This design comes from an exercise in tuning for small area, a short achievable clock period and few clock cycles per item on the open sky130 flow, not from production work.
Only simulation tests tie the RTL to the original design; equivalence was not proved.

==> flow/design.v (excerpt) <==
module bitcoin_hash (
  input  logic        clk, reset_n, start,
  input  logic [15:0] message_addr, output_addr,
  output logic        done, mem_clk, mem_we,
  output logic [15:0] mem_addr,
  output logic [31:0] mem_write_data,
  input  logic [31:0] mem_read_data
);
export LEC_CHECK = 0
export CAP_MARGIN = 30
export CORE_MARGIN = 2
export CORE_UTILIZATION = 50
export PLACE_DENSITY = 0.65
export SLEW_MARGIN = 40
create_clock -name core_clock -period 12.0 [get_ports {clk}]
standard.sh (not shown) runs the stock make flow with config.mk's settings and CLKGATE_MAP_FILE= SYNTH_SCRIPT=/design/flow/synth_recipe.tcl, a recipe that flattens the netlist after the stock synthesis.
==> flow/flow/run.sh <==
#!/bin/bash
set -euo pipefail
cd "$(dirname "$0")/.."
export SETUP_SLACK_MARGIN=7
bash standard.sh > make.log 2>&1
The first run ran to the end with no violations.
Testbench counts at the start, summed over its fixed seeds: cycles 69,248, items 512.
==> next run, changes <==
--- a/flow/config.mk
+++ b/flow/config.mk
@@ -10,2 +10,2 @@
-export CORE_UTILIZATION = 50
-export PLACE_DENSITY = 0.65
+export CORE_UTILIZATION = 40
+export PLACE_DENSITY = 0.55
Result: The changed run went through all stages and came out clean. Die area climbs by 25%. Core utilization drops by 11 points. Routed wire length climbs by 6.8%. Final cell count climbs by 5.7%. Design area climbs by 0.39%. Global-route usage drops by 5.4 points.
==> next run, changes <==
==> flow/flow/run.sh (replaced) <==
#!/bin/bash
set -euo pipefail
cd "$(dirname "$0")/.."
export SETUP_SLACK_MARGIN=${MARGIN:-6.5}
bash standard.sh > make.log 2>&1
The new run went through all stages and came out clean.
Register-to-register slack degrades by 0.37 ns.
Hold slack improves by 0.021 ns.
Setup slack degrades by 0.37 ns.
Fmax shrinks by about 7%.
Critical path depth shrinks by 2.
Via count shrinks by 1.4%.
Final area shrinks by 1.2%.
Wire length shrinks by 1.3%.
==> next run, changes <==
==> flow/flow/run.sh (replaced) <==
#!/bin/bash
set -euo pipefail
cd "$(dirname "$0")/.."
export SETUP_SLACK_MARGIN=7
bash standard.sh > make.log 2>&1
--- a/flow/config.mk
+++ b/flow/config.mk
@@ -10,0 +11,2 @@
+export CTS_BUF_LIST = sky130_fd_sc_hd__clkbuf_8
+export CTS_CLUSTER_SIZE = 30
What happened:
- The changed run finished clean
- cell count increases by a few percent
- core utilization came out higher by 0.63 points
- final area climbs slightly

---

Another version of the RTL of bitcoin_hash (not shown whole).
For scale: about 5200 cells after synthesis, about 120 I/O pins, about 0.053 mm2 of cells after synthesis.
==> flow/config.mk <==
export PLATFORM = sky130hd
export DESIGN_NAME = bitcoin_hash
export DESIGN_NICKNAME = bitcoin_hash
export VERILOG_FILES = /design/flow/design.v
export SDC_FILE = /design/flow/constraint.sdc
export NUM_CORES = 4
export LEC_CHECK = 0
export CAP_MARGIN = 30
export CORE_MARGIN = 2
export CORE_UTILIZATION = 40
export CTS_BUF_LIST = sky130_fd_sc_hd__clkbuf_4 sky130_fd_sc_hd__clkbuf_8 sky130_fd_sc_hd__clkbuf_16
export CTS_CLUSTER_DIAMETER = 100
export CTS_CLUSTER_SIZE = 30
export PLACE_DENSITY = 0.55
export SLEW_MARGIN = 40
==> flow/constraint.sdc <==
create_clock -name core_clock -period 12.0 [get_ports {clk}]
set_input_delay 2.4000 -clock core_clock [delete_from_list [all_inputs] [get_ports {clk}]]
set_output_delay 2.4000 -clock core_clock [all_outputs]
set_load 0.01 [all_outputs]
==> flow/flow/run.sh <==
#!/bin/bash
set -euo pipefail
cd "$(dirname "$0")/.."
export SETUP_SLACK_MARGIN=7
bash standard.sh > make.log 2>&1
The first run finished clean.
Testbench counts at the start, summed over its fixed seeds: cycles 69,248, items 512.
==> next run, changes <==
==> flow/flow/run.sh (replaced) <==
#!/bin/bash
set -euo pipefail
cd "$(dirname "$0")/.."
export SETUP_SLACK_MARGIN=6.75
bash standard.sh > make.log 2>&1
Settings changed: CTS_CLUSTER_SIZE 30 to 24.
The changed run ran to the end with no violations. Die area does not change. First-iteration DRC count went down by about 3%. Utilization went down by 0.36 points. Synthesized cell count is unchanged. Cell count is about the same.
==> next run, changes <==
==> flow/flow/run.sh (replaced) <==
#!/bin/bash
set -euo pipefail
cd "$(dirname "$0")/.."
export SETUP_SLACK_MARGIN=7
bash standard.sh > make.log 2>&1
Settings changed: CORE_UTILIZATION 40 to 50, PLACE_DENSITY 0.55 to 0.65.
After rerunning: Critical path depth decreases by 2. Register-to-register slack improved by 0.24 ns. Global-route usage rises by 7.1 points. Cell area drops slightly. Worst setup slack improved by 0.24 ns. Synthesized cell count does not change. Routed wire length fell slightly.
==> next run, changes <==
Settings changed: CORE_UTILIZATION 50 to 40, CTS_CLUSTER_DIAMETER 100 to 120, CTS_CLUSTER_SIZE 24 to 20, PLACE_DENSITY 0.65 to 0.55.
Result:
- wire length rose by 1.4%
- count of clock-buffer cells in the layout rose by 15
- final area rose by 1.7%
- die area rose by 25%
- clock skew is about the same

---

the baseline:
RTL: one of the versions met above, not the one the previous note started from.
For scale: ~5,200 cells after synthesis, roughly 1,100 flip-flops, roughly 120 I/O pins, roughly 53,000 um2 of cells after synthesis.
clock: 12.0 ns
lec_check: 0
cap_margin: 30
core_margin: 2
core_utilization: 40
place_density: 0.55
slew_margin: 40
tns_end_percent: 5
==> flow/flow/run.sh <==
#!/bin/bash
set -euo pipefail
cd "$(dirname "$0")/.."
export SETUP_SLACK_MARGIN=7
bash standard.sh > make.log 2>&1
The baseline finished every stage and its layout cleared the timing, DRC and antenna checks.
Testbench counts of the baseline, summed over its fixed seeds: cycles 69,248, items 512.
For the candidate, these inputs were changed with respect to the baseline:
- a deleted TNS_END_PERCENT that had been 5
-- flow/flow/run.sh --
<<< the baseline, line 4
export SETUP_SLACK_MARGIN=7
>>> the candidate, line 4
export SETUP_SLACK_MARGIN=8
[summary]
Diff the baseline -> the candidate: slew at the pin with the worst max-slew slack increased by 44 ps relative to the old numbers, number of cells on the critical path increased 4, final layout net count higher.

## what the ideal ports hide
The results above use ideal ports. As a check the final layouts listed here were re-extracted and re-timed, cells and wires unchanged.
Step 1: set_driving_cell puts a clkbuf_16 on clk and a buf_2 on each other input, an assumption about the parent block.
Step 2, shift: input delay + t, output delay - t, t = (earliest + latest rising clock arrival at the registers) / 2. This alone moves slack from input paths to output paths.
a / b / c = ideal ports / drivers / drivers and shift; a / b = the first two.
| run | shift t [ns] | slack for setup (ns) | cell pins on the clock port's net |
|---|---|---|---|
| the first run of note 1 | 0.788 | 7.007 / 7.007 / 6.794 | 1 |
| the second run of note 1 | 0.816 | 6.995 / 6.995 / 6.716 | 1 |
| the third run of note 1 | 0.837 | 6.620 / 6.620 / 6.620 | 1 |
| the fourth run of note 1 | 1.008 | 6.947 / 6.947 / 6.740 | 1 |
| the first run of note 2 | 0.791 | 6.959 / 6.959 / 6.609 | 1 |
| the second run of note 2 | 0.792 | 6.750 / 6.750 / 6.589 | 1 |
| the third run of note 2 | 0.775 | 6.987 / 6.987 / 6.682 | 1 |
| the fourth run of note 2 | 0.770 | 7.005 / 7.005 / 6.572 | 1 |
| the baseline | 0.818 | 6.907 / 6.907 / 6.717 | 1 |
| the candidate | 0.826 | 7.192 / 7.192 / 7.192 | 1 |
After both steps setup and hold are still met in every run listed. For the fourth run of note 2, which loses most, drivers alone change the setup slack by 0.000 ns; drivers and shift together by -0.433 ns.
